From an optimization exercise on the open Yosys and OpenROAD flow, aimed at small area and a short achievable clock period; shortcuts taken in it are not production practice.
In this exercise RTL edits were held to simulation tests only and were not proved equivalent to the original.
Power is estimated from default activity; no workload was simulated.

## oak
==> flow/design.v (excerpt) <==
module OV7670(
	input Reset,
	output reg [11:0]  PixelData,
	output [14:0] PAddress,
	output reg WPixel,
	input Pclock,
	input Href,
	input Vsync,
	input [7:0] Data,
	output reg [1:0] Promedio,
	output reg [1:0] Forma
);
Settings: LEC_CHECK=0, CAP_MARGIN=20, CORE_MARGIN=2, CORE_UTILIZATION=65, PLACE_DENSITY=0.75, SETUP_SLACK_MARGIN=5, SLEW_MARGIN=20; clock period 8.0 ns.
standard.sh (not shown) runs the stock make flow with config.mk's settings and CLKGATE_MAP_FILE= SYNTH_SCRIPT=/design/flow/synth_recipe.tcl, a recipe that flattens the netlist after the stock synthesis.
==> flow/flow/run.sh <==
#!/bin/bash
# The standard layout, with plain buffers (instead of the default delay
# buffer) on the input and output ports.
set -euo pipefail
bash standard.sh 'BUFFER_PORTS_ARGS=-buffer_cell sky130_fd_sc_hd__buf_2' finish > standard.log 2>&1
oak reached the final stage; the timing, design-rule and antenna checks on its layout passed.
Input changes introduced in pine (baseline for comparison: oak):
Settings: CTS_BUF_LIST now sky130_fd_sc_hd__clkbuf_4 sky130_fd_sc_hd__clkbuf_8, previously not set; SLEW_MARGIN now 10, was 20; CORE_UTILIZATION now 50, was 65; PLACE_DENSITY now 0.65, was 0.75; CAP_MARGIN now 10, was 20.
==> summary.txt <==
For pine, the capture point of the worst path was colB.E[6], unlike oak, where it was PAhi[8].
Delta (pine minus oak): post-cts sizing count shrank by 2; fraction of met3 tracks used by global routing went down by 0.59 points; hold slack now sits higher; utilization went down by 18 points; final worst setup slack went up.
pine vs. oak: post-layout total power lower, wire length reported by the detailed router lower.
Input-level comparison between birch and pine:
Settings: CORE_UTILIZATION: 50 -> 40; GPL_TIMING_DRIVEN: unset -> 0; GPL_ROUTABILITY_DRIVEN: unset -> 0; PLACE_DENSITY: 0.65 -> unset.
==> summary.txt <==
- No stage failed in birch, and the final checks on the layout all came back clean.
- Compared with pine, birch shows a higher share of total power in the clock network.
- On met2 usage: between birch and pine, it ends up lower for birch.
- In birch the setup slack turned out 0.015 ns higher than in pine.
- Number of DRC markers after the initial detailed-route iteration (birch over pine): increase, 43
- birch: number of cell rows 7 above pine
- Summary: with pine as the reference, detailed-route vias per instance in birch moved down by a few percent.
- As of birch, via count of the first global-routing pass had risen by a few percent compared to pine.
- Diff pine..birch | combinational share of power | negligible
- Going from pine to birch, core utilization shrinks by 10 points.
The inputs of maple differ from those of birch as listed below.
Settings: clearing GPL_ROUTABILITY_DRIVEN, which used to be 0; clearing GPL_TIMING_DRIVEN, which used to be 0.
==> comparison <==
maple has completed all stages; timing, DRC and antenna checks passed.
birch was carried through to the last stage, and its layout satisfied the timing, design-rule and antenna checks.
Looking at layout overhead on the synthesized area, maple sits 2.9 points lower than birch does.
In the flow results for maple and birch, the met3 wire length is larger on maple.
sky130_fd_sc_hd__xnor3_1 as the highest-delay cell along the critical path was reported by birch, and sky130_fd_sc_hd__a2111oi_4 by maple.
Between maple and birch, it is maple whose total routed wire length on the met1 layer is lower, by 4.0%.
For the post-route cell area, maple came in 300 sq um lower than birch did.
Compared with birch, maple shows a pin count of the biggest net entering global routing that is 21 higher.
Largest stage delay on the critical path in maple is 0.06 ns higher than in birch
The final reports for maple and birch show via count of the first global-routing pass lower in the former.
--- input diff maple..cedar ---
Settings: a change of CAP_MARGIN from 10 to 20; a deleted CTS_BUF_LIST that had been sky130_fd_sc_hd__clkbuf_4 sky130_fd_sc_hd__clkbuf_8; a change of SLEW_MARGIN from 10 to 20.
## What came out
For the max-slew headroom at the worst pin, cedar came in 0.99 points higher than maple did.
Total met3 wirelength after detailed routing went up by a little under 10% going from maple to cedar.
Per the comparison of cedar with maple, routed wire length now sits higher, global-route wire length before repair now sits higher, portion of the layout cell area used by clock cells now sits higher, total power draw now sits higher, post-detailed-route DRC marker count now sits at about the same level.
Between maple and cedar, post-CTS setup buffer count is higher for cedar, maple comes in under that.
Higher insertion delay of the later-clocked pin in the worst-skew pair was reported by maple, not cedar.
When cedar is set beside maple, its fraction of final layout cells sized beyond drive strength 1 turns out to be 0.19 points smaller.

afterwards: timing with drivers on the ports:
The flow's constraints put no driver on any port. The routed layouts listed below were extracted and timed again, unchanged, in two steps. Step 1, drivers: a clkbuf_16 drives Pclock and a buf_2 each remaining input, both assumed. Step 2 also shifts input and output timing later by t, the mid clock arrival at the registers, as if the neighbouring blocks saw the same clock. a / b / c = ideal / step 1 / step 2; a / b = the first two.
run	t, ns	setup WS [ns]	hold WS [ns]	worst register clock-pin slew, ns
oak	0.479	5.036 / 5.061 / 4.582	0.448 / 0.448 / 0.448	0.07 / 0.07
pine	0.513	5.067 / 5.081 / 4.568	0.452 / 0.452 / 0.452	0.11 / 0.11
birch	0.518	5.082 / 5.104 / 4.586	0.456 / 0.456 / 0.456	0.11 / 0.11
maple	0.509	5.076 / 5.089 / 4.580	0.458 / 0.458 / 0.458	0.12 / 0.12
cedar	0.477	5.066 / 5.093 / 4.617	0.454 / 0.454 / 0.454	0.08 / 0.08
After both steps every run listed still meets setup and hold. The setup slack of pine, which loses most, moves by +0.014 ns with the drivers and by -0.499 ns with both steps.
